Context: an optimization exercise on an open-source flow, tuned for small area, a short achievable clock period and few clock cycles. The choices shown serve that exercise and are no tape-out recipe.
At most, simulation tests tie the RTL to the original design; equivalence was not proved.
For runs 2 to 4, only the layout was checked, not whether the RTL still works.

==> flow/config.mk <==
export PLATFORM = sky130hd
export DESIGN_NAME = cordic
export DESIGN_NICKNAME = cordic
export VERILOG_FILES = /design/flow/design.v
export SDC_FILE = /design/flow/constraint.sdc
export NUM_CORES = 4
export LEC_CHECK = 0
export CAP_MARGIN = 20
export CORE_MARGIN = 2
export CORE_UTILIZATION = 40
export SLEW_MARGIN = 20
==> flow/design.v <==
module fxp_smul
#( parameter QINT=8,
    parameter QFRAC=16)
(out, a, b);
    localparam BIT_WIDTH = QINT + QFRAC; 
    output signed [BIT_WIDTH-1:0] out;
    input signed [BIT_WIDTH-1:0] a;
    input signed [BIT_WIDTH-1:0] b;
    wire [BIT_WIDTH*2-1:0] mul_out;
    assign mul_out = a * b;
    assign out = {mul_out[BIT_WIDTH*2-1],mul_out[BIT_WIDTH*2-QINT-2:QFRAC]};
endmodule
module cordic(i_clk, i_rst, i_en, o_vld, o_cosine, o_sine, i_theta);
    input i_clk;
    input i_rst;
    input i_en;
    input signed [23:0] i_theta;
    output signed [23:0] o_cosine;
    output signed [23:0] o_sine;
    output o_vld;
    localparam W = 19;
    reg signed [W-1:0] x, y, q;
    reg signed [23:0]  p;
    reg [5:0]          cnt;      
    reg                busy;
    reg                rot;      
    reg [3:0]          sh;       
    reg                zb;       
    reg                minv;     
    reg                vld;
    assign o_vld = vld;
    assign o_cosine = {{6{q[W-1]}}, q[W-1:1]};
    assign o_sine   = {{6{p[W-1]}}, p[W-1:1]};
    reg [15:0] ang;
    always @* begin
        case (sh)
            4'd0:  ang = 16'hc90f;  4'd1:  ang = 16'h76b1;
            4'd2:  ang = 16'h3eb6;  4'd3:  ang = 16'h1fd5;
            4'd4:  ang = 16'h0ffa;  4'd5:  ang = 16'h07ff;
            4'd6:  ang = 16'h03ff;  4'd7:  ang = 16'h01ff;
            4'd8:  ang = 16'h00ff;  4'd9:  ang = 16'h007f;
            4'd10: ang = 16'h003f;  4'd11: ang = 16'h001f;
            4'd12: ang = 16'h0010;  4'd13: ang = 16'h0008;
            default: ang = 16'h0004;
        endcase
    end
    wire pneg = p[23];
    wire signed [W-1:0] bx = zb ? {W{1'b0}} : (rot ? y : q);
    wire signed [W-1:0] by = zb ? {W{1'b0}} : (rot ? x : p[W-1:0]);
    wire signed [W-1:0] sx = bx >>> sh;
    wire signed [W-1:0] sy = by >>> sh;
    wire ix = rot ? ~pneg : minv;      
    wire iy = rot ?  pneg : minv;
    wire cx = rot & ~pneg;             
    wire cy = rot &  pneg;
    wire signed [W-1:0] xa = x + (ix ? ~sx : sx) + cx;
    wire signed [W-1:0] ya = y + (iy ? ~sy : sy) + cy;
    wire signed [23:0]  pa = pneg ? p + {8'd0, ang} : p - {8'd0, ang};
    wire [5:0] cn = cnt + 6'd1;
    always @(posedge i_clk) begin
        if (i_rst) begin
            busy <= 1'b0;
            vld  <= 1'b0;
        end else if (i_en) begin
            busy <= 1'b1;
            vld  <= 1'b0;
        end else begin
            vld <= busy && cnt == 6'd36;
            if (busy && cnt == 6'd36) busy <= 1'b0;
        end
        q <= xa;
        if (i_en) begin
            x    <= 19'sh10000;
            y    <= 0;
            p    <= i_theta;
            cnt  <= 0;
            rot  <= 1'b1;
            sh   <= 4'd0;
            zb   <= 1'b0;
            minv <= 1'b1;
        end else begin
            cnt <= cn;
            if (rot) begin
                x <= xa;
                y <= ya;
                p <= pa;
            end else begin
                p[W-1:0] <= ya;
            end
            rot  <= cn < 6'd30;
            sh   <= cn < 6'd30 ? cn[4:1] : (cn == 6'd35 ? 4'd4 : 4'd2);
            zb   <= cn == 6'd30;
            minv <= cn != 6'd35;
        end
    end
endmodule
==> flow/constraint.sdc <==
create_clock -name core_clock -period 10.0 [get_ports {i_clk}]
set_input_delay 2.0000 -clock core_clock [delete_from_list [all_inputs] [get_ports {i_clk}]]
set_output_delay 2.0000 -clock core_clock [all_outputs]
set_load 0.01 [all_outputs]
==> flow/run.sh <==
#!/bin/bash
# synth_recipe.tcl (not shown) runs the flow's synth.tcl, then flattens the netlist and writes it again
# the make line also repeats each setting of config.mk as NAME=value (left out here)
make -C /OpenROAD-flow-scripts/flow DESIGN_CONFIG=/design/flow/config.mk WORK_HOME=/design/flow/orfs CLKGATE_MAP_FILE= SYNTH_SCRIPT=/design/flow/synth_recipe.tcl finish
==> insert_results.sql, run 1 <==
INSERT INTO impl_metrics (metric_group, metric, value, unit) VALUES
('worst_setup_path', 'reg2reg_from', 'sh[0]$_SDFF_PP0_', ''),
('clocking', 'clk-insertion-delay-late', '0.36', 'ns'),
('sta', 'transition_time_at_the_pin_with_the_least_slew_margin', '0.862', 'ns'),
('clocking', 'reg_clk_slew_reported_paths', '0.07', 'ns'),
('worst_setup_path', 'cp_slowest_stage_delay', '0.78', 'ns'),
('synth', 'synth-seq-area-share', '20.9', '%'),
('floorplan', 'rows', '56', ''),
('cells_and_area', 'drive_above_1_share', '6.67', '%'),
('synth', 'predominant_post_synthesis_flop_cell', 'dfxtp_1', ''),
('sta', 'final_max_slew_viol_count', '0', ''),
('clocking', 'tritoncts_num_sinks', '96', ''),
('floorplan', 'die_area', '0.0249', 'mm2'),
('synth', 'share_of_synthesized_registers_carrying_an_async_set_or_reset', '0', '%'),
('synth', 'syn_area', '0.00945', 'mm2'),
('floorplan', 'design.portCount', '76', ''),
('global_routing', 'first_global_vias', '7764', ''),
('sta', 'finalSetupViolations', '0', ''),
('global_routing', 'grtUsageTotal', '21.9', '%'),
('clocking', 'cts.htree.levels', '3', ''),
('worst_setup_path', 'crit_path_cell_trace', 'buf_4 > inv_2 > ha_1 > o32ai_1 > a21oi_2 > xor2_1 > ha_1 > a21o_1 > a2111oi_0 > o211ai_1 > nand2_1 > nor4b_1 > a211o_1 > xnor2_1 > mux2_2', ''),
('floorplan', 'core_area', '0.0233', 'mm2'),
('cells_and_area', 'final_cell_count_no_fill', '1488', ''),
('run_status', 'outcome', 'timing/DRC/antenna clean', ''),
('worst_setup_path', 'setup.worst_path.start_class', 'register', ''),
('sta', 'fmaxAchievable', '175', 'MHz'),
('synth', 'syn-num-nets', '1275', ''),
('sta', 'timing.setup.tns', '0', 'ns'),
('placed_design', 'place.gp.congestion', '0.886', ''),
('synth', 'synthCells', '1174', ''),
('cells_and_area', 'flow.area_growth_from_synthesis', '10.5', '%'),
('placed_design', 'port_buffers', '75', ''),
('worst_setup_path', 'kind_of_end_point_of_the_critical_path', 'register', ''),
('cells_and_area', 'layout.nets', '1265', ''),
('clocking', 'cts_hold_repair.buffers', '0', ''),
('routing', 'detail_route.wl_per_cell', '18.2', 'um'),
('clocking', 'postCtsSetupBuffers', '0', ''),
('synth', 'synth.avg_cell_area', '8.05', 'um2'),
('floorplan', 'die-width', '158', 'um'),
('synth', 'synth_seq_cells', '96', ''),
('worst_setup_path', 'critical-path-slowest-cell', 'o32ai_1', ''),
('routing', 'drtAntennaViolNets', '0', ''),
('sta', 'timing.clock.skew', '0.0116', 'ns'),
('cells_and_area', 'antenna-diode-count', '0', ''),
('cells_and_area', 'finalCoreUtilization', '44.7', '%'),
('clocking', 'cts_tree', 'built', ''),
('floorplan', 'chipHeight', '158', 'um'),
('clocking', 'clock-root-buffer', 'clkbuf_16', ''),
('synth', 'synth_enable_flop_cells', '5', ''),
('routing', 'detailroute.via_count', '8439', ''),
('floorplan', 'effective_utilization_at_floorplan', '40.5', '%'),
('global_routing', 'pin_count_of_the_biggest_net_entering_global_routing', '80', ''),
('sta', 'grt_setup_unrepaired', 'no', ''),
('worst_setup_path', 'critPathMaxFanout', '42', ''),
('hold_path', 'hold_start', 'cnt[0]$_SDFF_PP0_', ''),
('worst_setup_path', 'critPathKind', 'reg -> reg', ''),
('routing', 'detail_route.vias_per_cell', '5.67', ''),
('worst_setup_path', 'cpMostUsedCell', 'ha_1', ''),
('routing', 'postRouteWirelength', '27000', 'um'),
('worst_setup_path', 'worst_setup_path_startpoint', 'sh[0]$_SDFF_PP0_', ''),
('synth', 'yosysWarnings', '1', ''),
('hold_path', 'worst_hold_path_type', 'reg -> reg', ''),
('clocking', 'cts.path.max_buffers', '2', ''),
('clocking', 'cts-buffers-inserted', '9', ''),
('flow_run', 'number_of_max_capacitance_violations_reported', '0', ''),
('worst_setup_path', 'worstPathRequired', '10.11', 'ns'),
('worst_setup_path', 'worstPathArrival', '5.84', 'ns'),
('placed_design', 'place_hpwl', '20300', 'um'),
('global_routing', 'initial_antenna_violation_count', '1', ''),
('global_routing', 'grt_first_pass_wirelength', '42700', 'um');
-- per-layer routing --
metal	track usage (%)	vias to the layer above	wire length, um
li1	-	4162	-
met5	0	-	0
met4	6.19	0	464
met2	35.5	266	12600
met3	3.48	22	1360
met1	30.2	3989	12600
-- layout make-up --
type	count	area (um2)
Clock buffer	10	229
Multi-Input combinational cell	934	6750
Sequential cell	96	1980
Timing Repair Buffer	89	851
Inverter	34	128
Fill cell	2361	12900
Tap cell	319	399
Clock inverter	6	108
-- registers in the layout, indices dropped and copies added (netlist names) --
name  flops
p        24
q        19
x        19
y        19
cnt       6
sh        4
busy      1
minv      1
rot       1
vld       1
zb        1
-- per-stage QoR --
step	area, um2	setup slack [ns]
finish	10400	4.27
global route	10400	3.94
CTS	10400	4.40
detailed placement	10100	4.43
global placement	10100	4.43
floorplan	9450	5.47
-- cells in the mapped netlist (12+ instances only) --
cell	count	area share, %
a211oi_1	28	2.2
a21o_1	12	0.95
a21oi_1	80	4.2
buf_4	48	3.8
clkbuf_1	41	1.6
dfxtp_1	91	19
ha_1	69	9.1
inv_1	30	1.2
mux2i_1	71	7.5
mux4_2	25	6.0
nand2_1	88	3.5
nand2b_1	29	1.9
nand3_1	21	1.1
nor2_1	135	5.4
nor3_1	28	1.5
o21a_1	17	1.4
o21ai_0	86	4.6
xnor2_1	58	5.4
xor2_1	39	3.6
-- worst paths after layout --
path / end / depth (start not counted) / slack, ns
max: p[23]$_DFFE_PP_ / 15 / 4.27
min: cnt[0]$_SDFF_PP0_ / 1 / 0.48
max reg2reg: p[23]$_DFFE_PP_ / 15 / 4.27
min reg2reg: cnt[0]$_SDFF_PP0_ / 1 / 0.48
-- critical path: cells and delay by family, from the launching register on --
kind	cells	cell delay (ns)
buffers and inverters	2	0.79
AND/OR/NAND/NOR	2	0.32
flip-flops	1	0.31
multiplexers	1	0.25
adder cells (fa/ha/maj)	2	0.83
AO/OA/AOI/OAI	6	2.59
XOR/XNOR	2	0.36
-- kinds of logic after synthesis --
kind of cell             count (synthesis)  share of synthesized area (%)
AO/OA/AOI/OAI                          306                           20.5
XOR/XNOR                                97                           8.99
adder cells (fa/ha/maj)                 74                           10.2
buffers and inverters                  144                           7.77
flip-flops                              96                           20.9
multiplexers                           107                           14.8
AND/OR/NAND/NOR                        350                           16.9
Testbench counts, summed over its fixed seeds: cycles 77,832.
==> run 2, diff against run 1 <==
==> flow/design.v (replaced) <==
module fxp_smul
#( parameter QINT=8,
    parameter QFRAC=16)
(out, a, b);
    localparam BIT_WIDTH = QINT + QFRAC; 
    output signed [BIT_WIDTH-1:0] out;
    input signed [BIT_WIDTH-1:0] a;
    input signed [BIT_WIDTH-1:0] b;
    wire [BIT_WIDTH*2-1:0] mul_out;
    assign mul_out = a * b;
    assign out = {mul_out[BIT_WIDTH*2-1],mul_out[BIT_WIDTH*2-QINT-2:QFRAC]};
endmodule
module cordic(i_clk, i_rst, i_en, o_vld, o_cosine, o_sine, i_theta);
    input i_clk;
    input i_rst;
    input i_en;
    input signed [23:0] i_theta;
    output signed [23:0] o_cosine;
    output signed [23:0] o_sine;
    output o_vld;
    localparam W = 19;
    reg signed [W-1:0] x, y, q;
    reg signed [23:0]  p;
    reg [5:0]          cnt;      
    reg                busy;
    reg                rot;      
    reg                wy;       
    reg [3:0]          sh;       
    reg                m1;       
    reg                minv;     
    reg                vld;
    assign o_vld = vld;
    assign o_cosine = {{6{q[W-1]}}, q[W-1:1]};
    assign o_sine   = {{6{p[W-1]}}, p[W-1:1]};
    wire [3:0] ai = cnt[4:1];
    wire [15:0] ang =
        ai == 4'd0 ? 16'hc90f :
        ai == 4'd1 ? 16'h76b1 :
        ai == 4'd2 ? 16'h3eb6 :
        ai == 4'd3 ? 16'h1fd5 :
        ai == 4'd4 ? 16'h0ffa :
        ai == 4'd5 ? 16'h07ff :
        ai == 4'd6 ? 16'h03ff :
        ai == 4'd7 ? 16'h01ff :
        ai == 4'd8 ? 16'h00ff :
        ai == 4'd9 ? 16'h007f :
        ai == 4'd10 ? 16'h003f :
        ai == 4'd11 ? 16'h001f :
        ai == 4'd12 ? 16'h0010 :
        ai == 4'd13 ? 16'h0008 :
        16'h0004;
    wire pneg = p[23];
    wire signed [W-1:0] bx = rot ? y : q;
    wire signed [W-1:0] by = rot ? x : p[W-1:0];
    wire signed [W-1:0] sx = bx >>> sh;
    wire signed [W-1:0] sy = by >>> sh;
    wire ix = rot ? ~pneg : minv;
    wire iy = rot ?  pneg : minv;
    wire cx = rot ? ~pneg : (m1 & ~|q[1:0]);
    wire cy = rot ?  pneg : (m1 & ~|p[1:0]);
    wire [W:0]  xs1 = {x, cx} + {ix ? ~sx : sx, cx};
    wire [W:0]  ys1 = {y, cy} + {iy ? ~sy : sy, cy};
    wire [24:0] ps1 = {p, ~pneg} + {pneg ? {8'd0, ang} : ~{8'd0, ang}, ~pneg};
    wire signed [W-1:0] xa = xs1[W:1];
    wire signed [W-1:0] ya = ys1[W:1];
    wire signed [23:0]  pa = ps1[24:1];
    wire [5:0] cn = cnt + 6'd1;
    always @(posedge i_clk) begin
        if (i_rst) begin
            busy <= 1'b0;
            vld  <= 1'b0;
        end else if (i_en) begin
            busy <= 1'b1;
            vld  <= 1'b0;
        end else begin
            vld <= busy && cnt == 6'd35;
            if (busy && cnt == 6'd35) busy <= 1'b0;
        end
        q <= xa;
        if (i_en) begin
            x    <= 19'sh10000;
            y    <= 0;
            p    <= i_theta;
            cnt  <= 0;
            rot  <= 1'b1;
            wy   <= 1'b0;
            sh   <= 4'd0;
            m1   <= 1'b0;
            minv <= 1'b1;
        end else begin
            cnt <= cn;
            if (rot) begin
                x <= xa;
                y <= ya;
            end
            if (wy) p[W-1:0] <= ya;
            else    p <= pa;
            rot  <= cn < 6'd30;
            wy   <= cn >= 6'd29;
            sh   <= cn < 6'd30 ? cn[4:1] : (cn == 6'd34 ? 4'd4 : 4'd2);
            m1   <= cn == 6'd30;
            minv <= cn != 6'd34;
        end
    end
endmodule
--- a/flow/config.mk
+++ b/flow/config.mk
@@ -10,2 +10,3 @@
 export CORE_UTILIZATION = 40
+export SETUP_SLACK_MARGIN = 5
 export SLEW_MARGIN = 20
==> run 2 against run 1 <==
  * Synthesized area rose by 2.1%
  * First-iteration DRC count fell by 2.2%
  * Flip-flop and latch count rose by 1
  * Die area rose by 2.1%
  * Global-route usage fell by 1.1 points
  * Register-to-register slack improved by 1.0 ns
  * Clock-buffer cell count did not move
  * Utilization rose by 0.46 points
  * Setup slack improved by 1.0 ns
  * Largest cell class unchanged
==> insert_results.sql, run 2 <==
INSERT INTO impl_metrics (metric_group, metric, value, unit) VALUES
('routing', 'detail_route.iter0.violations', '623', ''),
('synth', 'yosys.area_share.adder', '9.11', '%'),
('cells_and_area', 'layout.nets', '1239', ''),
('flow_run', 'number_of_max_capacitance_violations_reported', '0', ''),
('hold_path', 'min_to', 'vld$_SDFF_PP0_', ''),
('worst_setup_path', 'critPathMaxFanout', '29', ''),
('cells_and_area', 'mostFrequentLayoutCell', 'nor2_1', ''),
('worst_setup_path', 'kind_of_end_point_of_the_critical_path', 'register', ''),
('synth', 'syn_area', '0.00965', 'mm2'),
('global_routing', 'pin_count_of_the_biggest_net_entering_global_routing', '75', ''),
('routing', 'postRouteWirelength', '27000', 'um'),
('worst_setup_path', 'critical-path-slowest-cell', 'dfxtp_1', ''),
('worst_setup_path', 'worstPathArrival', '4.96', 'ns'),
('clocking', 'tritoncts_num_sinks', '97', ''),
('cells_and_area', 'drive_above_1_share', '9.84', '%'),
('floorplan', 'design.portCount', '76', ''),
('routing', 'route.top_layer_used', 'met4', ''),
('sta', 'timing.clock.skew', '0.0200', 'ns'),
('sta', 'final_max_slew_viol_count', '0', ''),
('synth', 'top_count_cell_post_synth', 'nor2_1', ''),
('routing', 'detail_route.vias_per_cell', '5.76', ''),
('sta', 'finalSetupViolations', '0', ''),
('hold_path', 'hold_start', 'busy$_SDFFE_PP0P_', ''),
('worst_setup_path', 'crit_path_cell_trace', 'clkinvlp_2 > mux2i_1 > nand2_1 > o21ai_0 > xnor2_1 > ha_1 > a21o_1 > a21o_1 > a21oi_1 > o21ba_2 > a21oi_1 > o21a_1 > o211a_1 > or3_1', ''),
('global_routing', 'grt_first_pass_wirelength', '42800', 'um'),
('global_routing', 'gr-total-overflow', '0', ''),
('run_status', 'outcome', 'timing/DRC/antenna clean', ''),
('synth', 'synth_seq_cells', '97', ''),
('synth', 'syn-num-nets', '1251', ''),
('routing', 'detail_route.wl_per_cell', '18.4', 'um'),
('placed_design', 'place.gp.congestion', '0.955', ''),
('routing', 'drtAntennaViolNets', '0', ''),
('synth', 'share_of_synthesized_registers_carrying_an_async_set_or_reset', '0', '%'),
('synth', 'area_fraction_in_compound_gates_after_synthesis', '21.1', '%'),
('routing', 'drc_violations', '0', ''),
('global_routing', 'initial_antenna_violation_count', '0', ''),
('synth', 'synth_xor_area_share', '9.63', '%'),
('synth', 'synth.lib_cells_used.distinct', '84', ''),
('clocking', 'reg_clk_slew_reported_paths', '0.07', 'ns'),
('synth', 'predominant_post_synthesis_flop_cell', 'dfxtp_1', ''),
('synth', 'synth-seq-area-share', '20.7', '%'),
('synth', 'synth_enable_flop_cells', '5', ''),
('synth', 'synth.avg_cell_area', '8.35', 'um2'),
('floorplan', 'die-width', '159', 'um'),
('synth', 'synth.area.mux_share', '15.9', '%'),
('clocking', 'clock-root-buffer', 'clkbuf_16', ''),
('worst_setup_path', 'reg2reg_slack', '5.28', 'ns'),
('cells_and_area', 'antenna-diode-count', '0', ''),
('sta', 'grt_setup_unrepaired', 'yes', ''),
('cells_and_area', 'layout_common_cells', 'nor2_1, dfxtp_1, o21ai_0, clkdlybuf4s50_1, a21oi_1', ''),
('placed_design', 'place_hpwl', '20200', 'um'),
('synth', 'yosys-top-cells-count', 'nor2_1, dfxtp_1, o21ai_0, a21oi_1, nand2_1', ''),
('routing', 'detailroute.via_count', '8451', ''),
('sta', 'timing.slew.headroom', '32.0', '%'),
('worst_setup_path', 'cp_slowest_stage_delay', '0.99', 'ns'),
('routing', 'met1_routed_length', '12600', 'um'),
('cells_and_area', 'largest_register_ffs', '24', ''),
('sta', 'fmaxAchievable', '212', 'MHz'),
('sta', 'timing.setup.tns', '0', 'ns'),
('clocking', 'cts.htree.levels', '3', ''),
('synth', 'synth_area_leaders', 'dfxtp_1, ha_1, mux4_2', ''),
('floorplan', 'chipHeight', '159', 'um'),
('cells_and_area', 'finalCoreUtilization', '45.2', '%'),
('routing', 'met3WireLength', '1170', 'um'),
('cells_and_area', 'top_register', 'p', ''),
('synth', 'netlist.area_leader.share', '19.1', '%'),
('cells_and_area', 'final_design_area_no_fill', '0.0106', 'mm2'),
('clocking', 'cts.path.max_buffers', '2', ''),
('sta', 'report.final.hold_viol_count', '0', ''),
('routing', 'met2_wirelength', '12700', 'um'),
('sta', 'post-route-min-period', '4.72', 'ns'),
('synth', 'yosysWarnings', '1', ''),
('synth', 'synthCells', '1155', ''),
('global_routing', 'grtUsageTotal', '20.9', '%'),
('hold_path', 'worst_hold_path_type', 'reg -> reg', ''),
('worst_setup_path', 'worstPathRequired', '10.24', 'ns'),
('sta', 'final_min_period_over_clock_period', '47.2', '%'),
('clocking', 'cts-buffers-inserted', '9', ''),
('synth', 'synth_top_area_cell', 'dfxtp_1', ''),
('sta', 'transition_time_at_the_pin_with_the_least_slew_margin', '1.02', 'ns'),
('floorplan', 'rows', '56', ''),
('synth', 'main_combinational_cell_family_by_area_after_synthesis', 'compound AO/OA/AOI/OAI gates', ''),
('hold_path', 'min_delay_path_depth', '1', ''),
('worst_setup_path', 'worst_r2r_endpoint', 'p[16]$_DFF_P_', ''),
('worst_setup_path', 'reg2reg_from', 'sh[3]$_SDFF_PP0_', ''),
('global_routing', 'first_global_vias', '7743', ''),
('clocking', 'cts_tree', 'built', ''),
('placed_design', 'port_buffers', '75', ''),
('worst_setup_path', 'critPathKind', 'reg -> reg', ''),
('floorplan', 'core_area', '0.0235', 'mm2'),
('cells_and_area', 'flow.area_growth_from_synthesis', '10.3', '%'),
('floorplan', 'effective_utilization_at_floorplan', '41.0', '%'),
('synth', 'yosys.area_share.simple', '15.9', '%'),
('clocking', 'clk-insertion-delay-late', '0.37', 'ns'),
('routing', 'drt_first_pass_iters', '5', ''),
('worst_setup_path', 'worst-r2r-cell-count', '14', ''),
('worst_setup_path', 'setup.worst_path.start_class', 'register', ''),
('floorplan', 'die_area', '0.0254', 'mm2'),
('placed_design', 'postPlaceCellArea', '0.0103', 'mm2');
run 2: cell count changes after synthesis, moves of 11 or more:
cell / change
nand2_1: -17
nor2_1: -22
mux2_2: +11
a21o_1: +14
mux2i_1: -13
nand2b_1: -19
a211oi_1: -11
run 2: cell families (layout without fill, tap and decap cells):
family	Yosys count	count (layout)
adders and majority gates	69	69
muxes	111	111
AOI/OAI and AO/OA	312	312
and+or+nand+nor	318	318
xor gates and xnor gates	106	106
buffers and inverters	142	135
DFF	97	97
run 2: layout make-up:
class | instances | area (um2)
well taps | 319 | 399
repair inverters | 1 | 5.00
multi-input cells | 916 | 6930
clock buffers | 10 | 229
flip-flops and latches | 97 | 2000
repair buffers | 85 | 857
fillers | 2373 | 12900
inverters | 33 | 128
clock inverters | 6 | 90.1
run 2: routing by layer:
layer / up-vias / global-route usage, %
li1: 4152 / -
met4: 0 / 5.95
met3: 37 / 3.02
met5: - / 0
met1: 4021 / 28.7
met2: 241 / 34.2
run 2: through the flow:
| step | hold slack, ns | setup WS (ns) | cells |
|---|---|---|---|
| global route | 0.508 | 4.94 | 1467 |
| finish | 0.486 | 5.28 | 1467 |
| global placement | 0.464 | 5.06 | 1449 |
| detailed placement | 0.479 | 4.95 | 1449 |
| CTS | 0.490 | 5.04 | 1465 |
| floorplan | 0.441 | 5.63 | 1155 |
run 2: timing repair:
action                     CTS  global route
setup buffers                0             1
gates cloned                 0             1
resized for setup            1            11
hold buffers                 0             0
setup endpoints to repair    1            21
run 2: how the worst max path moves through the flow:
| stage | start | cells after the start | end | slack (ns) |
|---|---|---|---|---|
| 2_1_floorplan | rot$_SDFF_PP1_ | 19 | p[16]$_DFF_P_ | 5.63 |
| 3_3_place_gp | rot$_SDFF_PP1_ | 15 | x[12]$_SDFFE_PP0P_ | 5.06 |
| 3_5_place_dp | rot$_SDFF_PP1_ | 15 | x[18]$_SDFFE_PP0P_ | 4.95 |
| 4_1_cts | sh[0]$_SDFF_PP0_ | 15 | p[13]$_DFF_P_ | 5.04 |
| 5_1_grt | sh[3]$_SDFF_PP0_ | 12 | x[18]$_SDFFE_PP0P_ | 4.94 |
| 6_report | sh[3]$_SDFF_PP0_ | 14 | p[16]$_DFF_P_ | 5.28 |
run 2: critical path: cells and delay by family, from the launching register on:
| family | cells | cell delay, ns |
|---|---|---|
| XOR/XNOR | 1 | 0.16 |
| flip-flops | 1 | 0.99 |
| AND/OR/NAND/NOR | 2 | 0.43 |
| buffers and inverters | 1 | 0.82 |
| AO/OA/AOI/OAI | 8 | 1.58 |
| adder cells (fa/ha/maj) | 1 | 0.37 |
| multiplexers | 1 | 0.25 |
==> run 3, diff against run 2 <==
--- a/flow/config.mk
+++ b/flow/config.mk
@@ -10,3 +10,2 @@
 export CORE_UTILIZATION = 40
-export SETUP_SLACK_MARGIN = 5
 export SLEW_MARGIN = 20
==> run 3 against run 2 <==
  * Critical path depth up 1
  * Fmax is 8.1% lower
  * Synthesized cell count unchanged
  * Utilization shrank 0.27 points
  * Register-to-register slack worse by 0.42 ns
  * Routed wire length down 0.37%
  * Critical path type unchanged
  * Highest routed layer unchanged
==> insert_results.sql, run 3 <==
INSERT INTO impl_metrics (metric_group, metric, value, unit) VALUES
('sta', 'transition_time_at_the_pin_with_the_least_slew_margin', '1.00', 'ns'),
('sta', 'finalSetupViolations', '0', ''),
('worst_setup_path', 'crit_path_cell_trace', 'buf_4 > mux4_2 > mux2_2 > o21ai_0 > o21ai_0 > xor2_1 > ha_1 > a21oi_1 > nor3b_1 > o21ai_0 > a221oi_1 > a31oi_1 > a31oi_1 > mux2i_1 > mux2_2', ''),
('worst_setup_path', 'critical-path-slowest-cell', 'buf_4', ''),
('worst_setup_path', 'path_delay_family', 'compound AO/OA/AOI/OAI gates', ''),
('sta', 'final_min_period_over_clock_period', '51.3', '%'),
('routing', 'drc_violations', '0', ''),
('global_routing', 'pin_count_of_the_biggest_net_entering_global_routing', '75', ''),
('worst_setup_path', 'critPathMaxFanout', '55', ''),
('worst_setup_path', 'kind_of_end_point_of_the_critical_path', 'register', ''),
('synth', 'top_count_cell_post_synth', 'nor2_1', ''),
('global_routing', 'grt_first_pass_wirelength', '42800', 'um'),
('synth', 'yosys-top-cells-count', 'nor2_1, dfxtp_1, o21ai_0, a21oi_1, nand2_1', ''),
('sta', 'report.final.hold_viol_count', '0', ''),
('synth', 'synth.avg_cell_area', '8.35', 'um2'),
('synth', 'synth.lib_cells_used.distinct', '84', ''),
('placed_design', 'port_buffers', '75', ''),
('routing', 'detailroute.via_count', '8478', ''),
('routing', 'detail_route.wl_per_cell', '18.4', 'um'),
('global_routing', 'first_global_vias', '7733', ''),
('worst_setup_path', 'worst-r2r-cell-count', '15', ''),
('synth', 'yosysWarnings', '1', ''),
('floorplan', 'chipHeight', '159', 'um'),
('worst_setup_path', 'worst_setup_path_startpoint', 'rot$_SDFF_PP1_', ''),
('cells_and_area', 'largest_register_ffs', '24', ''),
('synth', 'syn_area', '0.00965', 'mm2'),
('clocking', 'cts_tree', 'built', ''),
('cells_and_area', 'flow.area_growth_from_synthesis', '9.66', '%'),
('synth', 'synth_area_leaders', 'dfxtp_1, ha_1, mux4_2', ''),
('worst_setup_path', 'cp_slowest_stage_delay', '0.73', 'ns'),
('routing', 'postRouteWirelength', '26900', 'um'),
('clocking', 'cts_repair_resize_count', '0', ''),
('floorplan', 'die_area', '0.0254', 'mm2'),
('global_routing', 'initial_antenna_violation_count', '0', ''),
('cells_and_area', 'drive_above_1_share', '9.42', '%'),
('synth', 'synthCells', '1155', ''),
('clocking', 'cts_hold_repair.buffers', '0', ''),
('worst_setup_path', 'critPathCapture', 'x[18]$_SDFFE_PP0P_', ''),
('cells_and_area', 'antenna-diode-count', '0', ''),
('flow_run', 'number_of_max_capacitance_violations_reported', '0', ''),
('sta', 'timing.clock.skew', '0.0250', 'ns'),
('clocking', 'reg_clk_slew_reported_paths', '0.07', 'ns'),
('synth', 'share_of_synthesized_registers_carrying_an_async_set_or_reset', '0', '%'),
('worst_setup_path', 'reg2reg_from', 'rot$_SDFF_PP1_', ''),
('sta', 'final_max_slew_viol_count', '0', ''),
('floorplan', 'design.portCount', '76', ''),
('synth', 'synth_seq_cells', '97', ''),
('sta', 'timing.slew.headroom', '33.1', '%'),
('worst_setup_path', 'critical_path_cell_count', '15', ''),
('global_routing', 'gr-total-overflow', '0', ''),
('clocking', 'clk-insertion-delay-late', '0.37', 'ns'),
('synth', 'synth_top_area_cell', 'dfxtp_1', ''),
('floorplan', 'effective_utilization_at_floorplan', '41.0', '%'),
('floorplan', 'rows', '56', ''),
('worst_setup_path', 'cpMostUsedCell', 'o21ai_0', ''),
('placed_design', 'place.gp.congestion', '0.955', ''),
('synth', 'netlist.area_leader.share', '19.1', '%'),
('placed_design', 'place_hpwl', '20200', 'um'),
('synth', 'synth-seq-area-share', '20.7', '%'),
('routing', 'detail_route.vias_per_cell', '5.79', ''),
('synth', 'syn-num-nets', '1251', ''),
('synth', 'synth_enable_flop_cells', '5', ''),
('hold_path', 'worst_hold_path_type', 'reg -> reg', ''),
('cells_and_area', 'layout.nets', '1237', ''),
('sta', 'timing.setup.tns', '0', 'ns'),
('clocking', 'cts.path.max_buffers', '2', ''),
('global_routing', 'grtUsageTotal', '20.9', '%'),
('sta', 'fmaxAchievable', '195', 'MHz'),
('worst_setup_path', 'critical_path.n_buffers_inverters', '1', ''),
('worst_setup_path', 'reg2reg_slack', '4.87', 'ns'),
('worst_setup_path', 'worstPathArrival', '5.38', 'ns'),
('floorplan', 'die-width', '159', 'um'),
('clocking', 'postCtsSetupBuffers', '0', ''),
('routing', 'drtAntennaViolNets', '0', ''),
('worst_setup_path', 'critPathKind', 'reg -> reg', ''),
('synth', 'predominant_post_synthesis_flop_cell', 'dfxtp_1', ''),
('clocking', 'cts-buffers-inserted', '9', ''),
('cells_and_area', 'mostFrequentLayoutCell', 'nor2_1', ''),
('routing', 'drt_first_pass_iters', '5', ''),
('worst_setup_path', 'worstPathRequired', '10.25', 'ns'),
('floorplan', 'core_area', '0.0235', 'mm2'),
('routing', 'detail_route.iter0.violations', '553', ''),
('run_status', 'outcome', 'timing/DRC/antenna clean', ''),
('worst_setup_path', 'setup.worst_path.start_class', 'register', ''),
('sta', 'grt_setup_unrepaired', 'no', ''),
('clocking', 'clock-root-buffer', 'clkbuf_16', ''),
('cells_and_area', 'layout_common_cells', 'nor2_1, dfxtp_1, o21ai_0, clkdlybuf4s50_1, a21oi_1', ''),
('worst_setup_path', 'worst_r2r_endpoint', 'x[18]$_SDFFE_PP0P_', ''),
('cells_and_area', 'top_register', 'p', ''),
('clocking', 'cts.htree.levels', '3', ''),
('sta', 'post-route-min-period', '5.13', 'ns'),
('clocking', 'tritoncts_num_sinks', '97', '');
run 3: cell counts after synthesis:
No cell type changed its count.
run 3: through the flow:
step	hold WS (ns)	cell area (um2)	setup slack, ns	utilization (%)	cells
after floorplan	0.441	9650	5.63	-	1155
after detailed placement	0.479	10300	4.95	43.6	1449
after CTS	0.490	10600	4.94	44.9	1465
after global routing	0.508	10600	4.44	44.9	1465
final	0.486	10600	4.87	44.9	1465
after global placement	0.464	10300	5.06	43.6	1449
run 3: layer usage:
layer  up-vias  global-route usage [%]  routed length [um]
li1       4150                       -                   -
met1      4012                    28.7               12500
met2       279                    34.2               12600
met3        37                    3.00                1280
met4         0                    5.91                 623
met5         -                       0                   0
run 3: layout make-up:
type,instances,area (um2)
well taps,319,399
flip-flops and latches,97,2000
clock buffers,10,229
multi-input cells,916,6920
inverters,33,124
fillers,2378,13000
clock inverters,6,90.1
repair buffers,84,813
run 3: cell families (layout without fill, tap and decap cells):
kind of cell | Yosys count | in the layout | synth area share (%)
buf+inv | 142 | 133 | 7.60
compound gates | 312 | 312 | 21.1
mux | 111 | 111 | 15.9
fa+ha+maj | 69 | 69 | 9.11
xor+xnor | 106 | 106 | 9.63
flops | 97 | 97 | 20.7
simple gates | 318 | 318 | 15.9
run 3: how the worst min path moves through the flow:
| stage | start | end | cells after the start |
|---|---|---|---|
| 2_1_floorplan | cnt[0]$_SDFF_PP0_ | cnt[0]$_SDFF_PP0_ | 1 |
| 3_3_place_gp | busy$_SDFFE_PP0P_ | busy$_SDFFE_PP0P_ | 2 |
| 3_5_place_dp | busy$_SDFFE_PP0P_ | vld$_SDFF_PP0_ | 1 |
| 4_1_cts | busy$_SDFFE_PP0P_ | vld$_SDFF_PP0_ | 1 |
| 5_1_grt | busy$_SDFFE_PP0P_ | vld$_SDFF_PP0_ | 1 |
| 6_report | busy$_SDFFE_PP0P_ | vld$_SDFF_PP0_ | 1 |
==> run 4, diff against run 3 <==
==> flow/design.v (replaced) <==
module fxp_smul
#( parameter QINT=8,
    parameter QFRAC=16)
(out, a, b);
    localparam BIT_WIDTH = QINT + QFRAC; 
    output signed [BIT_WIDTH-1:0] out;
    input signed [BIT_WIDTH-1:0] a;
    input signed [BIT_WIDTH-1:0] b;
    wire [BIT_WIDTH*2-1:0] mul_out;
    assign mul_out = a * b;
    assign out = {mul_out[BIT_WIDTH*2-1],mul_out[BIT_WIDTH*2-QINT-2:QFRAC]};
endmodule
module cordic(i_clk, i_rst, i_en, o_vld, o_cosine, o_sine, i_theta);
    input i_clk;
    input i_rst;
    input i_en;
    input signed [23:0] i_theta;
    output signed [23:0] o_cosine;
    output signed [23:0] o_sine;
    output o_vld;
    localparam W = 19;
    reg signed [W-1:0] x, y, q;
    reg signed [23:0]  p;
    reg [5:0]          cnt;      
    reg                busy;
    reg                rot;      
    reg                lst;      
    reg [3:0]          shx;      
    reg [3:0]          shyn;     
    reg                ix, iy;   
    reg                cxr, cyr; 
    reg                ip;       
    reg                m1;       
    reg                vld;
    assign o_vld = vld;
    assign o_cosine = {{6{y[W-1]}}, y[W-1:1]};
    assign o_sine   = {{6{x[W-1]}}, x[W-1:1]};
    wire [4:0] ai = cnt[5:1];
    wire [15:0] ang =
        ai == 5'd0  ? 16'hc90f :
        ai == 5'd1  ? 16'h76b1 :
        ai == 5'd2  ? 16'h3eb6 :
        ai == 5'd3  ? 16'h1fd5 :
        ai == 5'd4  ? 16'h0ffa :
        ai == 5'd5  ? 16'h07ff :
        ai == 5'd6  ? 16'h03ff :
        ai == 5'd7  ? 16'h01ff :
        ai == 5'd8  ? 16'h00ff :
        ai == 5'd9  ? 16'h007f :
        ai == 5'd10 ? 16'h003f :
        ai == 5'd11 ? 16'h001f :
        ai == 5'd12 ? 16'h0010 :
        ai == 5'd13 ? 16'h0008 :
        ai == 5'd14 ? 16'h0004 : 16'h0000;
    wire rw = rot | lst;
    wire signed [W-1:0] ax = rw ? x : q;
    wire signed [W-1:0] ay = rw ? y : p[W-1:0];
    wire signed [W-1:0] sx = y >>> shx;
    wire signed [W-1:0] sy = x >>> (~shyn);
    wire cx = cxr | (m1 & ~|y[1:0]);
    wire cy = cyr | (m1 & ~|x[1:0]);
    wire [W:0]  xs1 = {ax, cx} + {ix ? ~sx : sx, cx};
    wire [W:0]  ys1 = {ay, cy} + {iy ? ~sy : sy, cy};
    wire [24:0] ps1 = {p, ip} + {ip ? ~{8'd0, ang} : {8'd0, ang}, ip};
    wire signed [W-1:0] xa = xs1[W:1];
    wire signed [W-1:0] ya = ys1[W:1];
    wire signed [23:0]  pa = ps1[24:1];
    wire [5:0] cn = cnt + 6'd1;
    wire [3:0] shn = cn < 6'd30 ? cn[4:1] : (cn == 6'd34 ? 4'd4 : 4'd2);
    wire       minv = cn != 6'd34;
    always @(posedge i_clk) begin
        if (i_rst) begin
            busy <= 1'b0;
            vld  <= 1'b0;
        end else if (i_en) begin
            busy <= 1'b1;
            vld  <= 1'b0;
        end else begin
            vld <= busy && cnt == 6'd35;
            if (busy && cnt == 6'd35) busy <= 1'b0;
        end
        if (lst) q <= xa;
        if (i_en) begin
            x    <= 19'sh10000;
            y    <= 0;
            p    <= i_theta;
            cnt  <= 0;
            rot  <= 1'b1;
            lst  <= 1'b0;
            shx  <= 4'd0;
            shyn <= 4'd15;
            ix   <= ~i_theta[23];
            iy   <=  i_theta[23];
            cxr  <= ~i_theta[23];
            cyr  <=  i_theta[23];
            ip   <= ~i_theta[23];
            m1   <= 1'b0;
        end else begin
            cnt <= cn;
            if (rot) begin
                x <= xa;
                y <= ya;
            end else begin
                x <= ya;
                y <= xa;
            end
            if (lst) p[W-1:0] <= ya;
            else     p <= pa;
            rot  <= cn < 6'd29;
            lst  <= cn == 6'd29;
            shx  <= shn;
            shyn <= ~shn;
            ix   <= cn < 6'd30 ? ~pa[23] : minv;
            iy   <= cn < 6'd30 ?  pa[23] : minv;
            cxr  <= cn < 6'd30 & ~pa[23];
            cyr  <= cn < 6'd30 &  pa[23];
            ip   <= cn < 6'd30 & ~pa[23];
            m1   <= cn == 6'd30;
        end
    end
endmodule
--- a/flow/config.mk
+++ b/flow/config.mk
@@ -10,2 +10,3 @@
 export CORE_UTILIZATION = 40
+export SETUP_SLACK_MARGIN = 5
 export SLEW_MARGIN = 20
==> run 4 against run 3 <==
  * Synthesized area is 2.5% higher
  * Routed wire length is 5.7% higher
  * Flip-flop and latch count is 7 higher
  * Register-to-register slack better by 0.55 ns
  * Die area is 2.4% higher
  * Fmax is 12% higher
  * Critical endpoint is now p[15]$_DFF_P_
  * Largest cell class unchanged
==> insert_results.sql, run 4 <==
INSERT INTO impl_metrics (metric_group, metric, value, unit) VALUES
('cells_and_area', 'layout.nets', '1277', ''),
('routing', 'postRouteWirelength', '28500', 'um'),
('floorplan', 'rows', '57', ''),
('placed_design', 'port_buffers', '75', ''),
('sta', 'finalSetupViolations', '0', ''),
('global_routing', 'globalRouteMet2Util', '36.9', '%'),
('routing', 'detailroute.via_count', '8577', ''),
('cells_and_area', 'drive_above_1_share', '9.24', '%'),
('cells_and_area', 'layout_common_cells', 'nand2_1, nor2_1, a21oi_1, dfxtp_1, clkdlybuf4s50_1', ''),
('placed_design', 'place_hpwl', '21900', 'um'),
('sta', 'post-route-min-period', '4.58', 'ns'),
('sta', 'grt_setup_unrepaired', 'no', ''),
('sta', 'fmaxAchievable', '218', 'MHz'),
('global_routing', 'grt_first_pass_wirelength', '44500', 'um'),
('synth', 'synth.area.mux_share', '14.9', '%'),
('clocking', 'cts.htree.levels', '3', ''),
('worst_setup_path', 'kind_of_end_point_of_the_critical_path', 'register', ''),
('synth', 'synth_xor_area_share', '9.84', '%'),
('run_status', 'outcome', 'timing/DRC/antenna clean', ''),
('clocking', 'cts_hold_repair.buffers', '0', ''),
('global_routing', 'use_met1', '29.7', '%'),
('worst_setup_path', 'critPathMaxFanout', '22', ''),
('floorplan', 'die_area', '0.0260', 'mm2'),
('global_routing', 'busiest_layer_in_global_routing', 'met2', ''),
('global_routing', 'pin_count_of_the_biggest_net_entering_global_routing', '55', ''),
('flow_run', 'number_of_max_capacitance_violations_reported', '0', ''),
('synth', 'area_fraction_in_compound_gates_after_synthesis', '19.2', '%'),
('floorplan', 'design.portCount', '76', ''),
('clocking', 'reg_clk_slew_reported_paths', '0.08', 'ns'),
('synth', 'synthCells', '1204', ''),
('routing', 'drtAntennaViolNets', '0', ''),
('sta', 'timing.clock.skew', '0.00955', 'ns'),
('routing', 'detail_route.vias_per_cell', '5.66', ''),
('sta', 'final_max_slew_viol_count', '0', ''),
('synth', 'synth_top_area_cell', 'dfxtp_1', ''),
('clocking', 'cts_tree', 'built', ''),
('cells_and_area', 'final_design_area_no_fill', '0.0108', 'mm2'),
('synth', 'synth.lib_cells_used.distinct', '74', ''),
('routing', 'drt_first_pass_iters', '5', ''),
('worst_setup_path', 'worstPathRequired', '10.21', 'ns'),
('synth', 'netlist.area_leader.share', '16.2', '%');
## run 4: worst paths after layout
kind | start | to | slack, ns | depth (start not counted)
setup / recovery | shyn[1]$_SDFF_PP1_ | p[15]$_DFF_P_ | 5.42 | 12
hold reg to reg | busy$_SDFFE_PP0P_ | busy$_SDFFE_PP0P_ | 0.49 | 2
setup reg to reg | shyn[1]$_SDFF_PP1_ | p[15]$_DFF_P_ | 5.42 | 12
hold / removal | busy$_SDFFE_PP0P_ | busy$_SDFFE_PP0P_ | 0.49 | 2
## run 4: repair_timing
action | in CTS | in global routing
endpoints found under the hold margin | 0 | 0
endpoints found under the setup margin | 0 | 19
buffers inserted | 0 | 2
gates resized for setup | 0 | 4
## run 4: stage by stage
| step | instances | utilization [%] | worst slack, ns |
|---|---|---|---|
| after detailed placement | 1497 | 43.1 | 5.04 |
| after global placement | 1497 | 43.1 | 5.10 |
| after global routing | 1515 | 44.4 | 5.06 |
| after floorplan | 1204 | - | 5.90 |
| after CTS | 1513 | 44.3 | 5.01 |
| final | 1515 | 44.4 | 5.42 |
## run 4: logic make-up (layout without fill, tap and decap cells)
group,count (synthesis),count (layout)
mux,125,125
buf+inv,156,143
flops,104,104
fa+ha+maj,64,64
compound gates,296,296
simple gates,348,348
xor+xnor,111,111
## run 4: critical path, stage by stage (launching register included)
cell and delay, ns:
dfxtp_2 0.64, mux2_2 0.41, mux2_2 0.30, mux4_2 0.47, xor2_1 0.17, ha_1 0.36
a2111oi_0 0.54, a211o_1 0.29, a211oi_1 0.13, or3_1 0.36, a21oi_1 0.19, xor2_1 0.39
a222oi_1 0.16
## run 4: layout make-up
class,count,area (um2)
Tap cell,324,405
Sequential cell,104,2330
Clock inverter,6,53.8
Inverter,42,158
Clock buffer,10,250
Multi-Input combinational cell,944,6790
Fill cell,2460,13500
Timing Repair Buffer,85,821
## run 4: routing by layer
layer  routed length, um  share of wire, %  vias up
met5                   0                 0        -
met4                 476               1.7        0
met3                1390               4.9       32
met2               13400                47      219
met1               13200                46     4064
li1                    -                 -     4262

==> static timing again, ports no longer ideal <==
The flow's constraints put no driver on any port. The routed layouts listed below were extracted and timed again, unchanged, in two steps. Step 1: set_driving_cell puts a clkbuf_16 on i_clk and a buf_2 on each other input, an assumption about the parent block. Step 2 also shifts input and output timing later by t, the mid clock arrival at the registers, as if the neighbouring blocks saw the same clock. a / b / c = no drivers / after step 1 / after step 2; a / b = the first two.
| run | t (ns) | setup slack, ns | hold slack, ns | clock arrival spread, ns | slew at the worst register clock pin (ns) |
|---|---|---|---|---|---|
| run 1 | 0.395 | 4.272 / 4.272 / 4.272 | 0.484 / 0.484 / 0.484 | 0.011 / 0.011 | 0.07 / 0.07 |
| run 2 | 0.405 | 5.284 / 5.284 / 5.284 | 0.486 / 0.486 / 0.486 | 0.020 / 0.020 | 0.09 / 0.09 |
| run 3 | 0.410 | 4.868 / 4.868 / 4.868 | 0.486 / 0.486 / 0.486 | 0.025 / 0.025 | 0.09 / 0.09 |
| run 4 | 0.411 | 5.419 / 5.419 / 5.419 | 0.488 / 0.488 / 0.488 | 0.009 / 0.009 | 0.08 / 0.08 |
After both steps setup and hold are still met in every run listed.
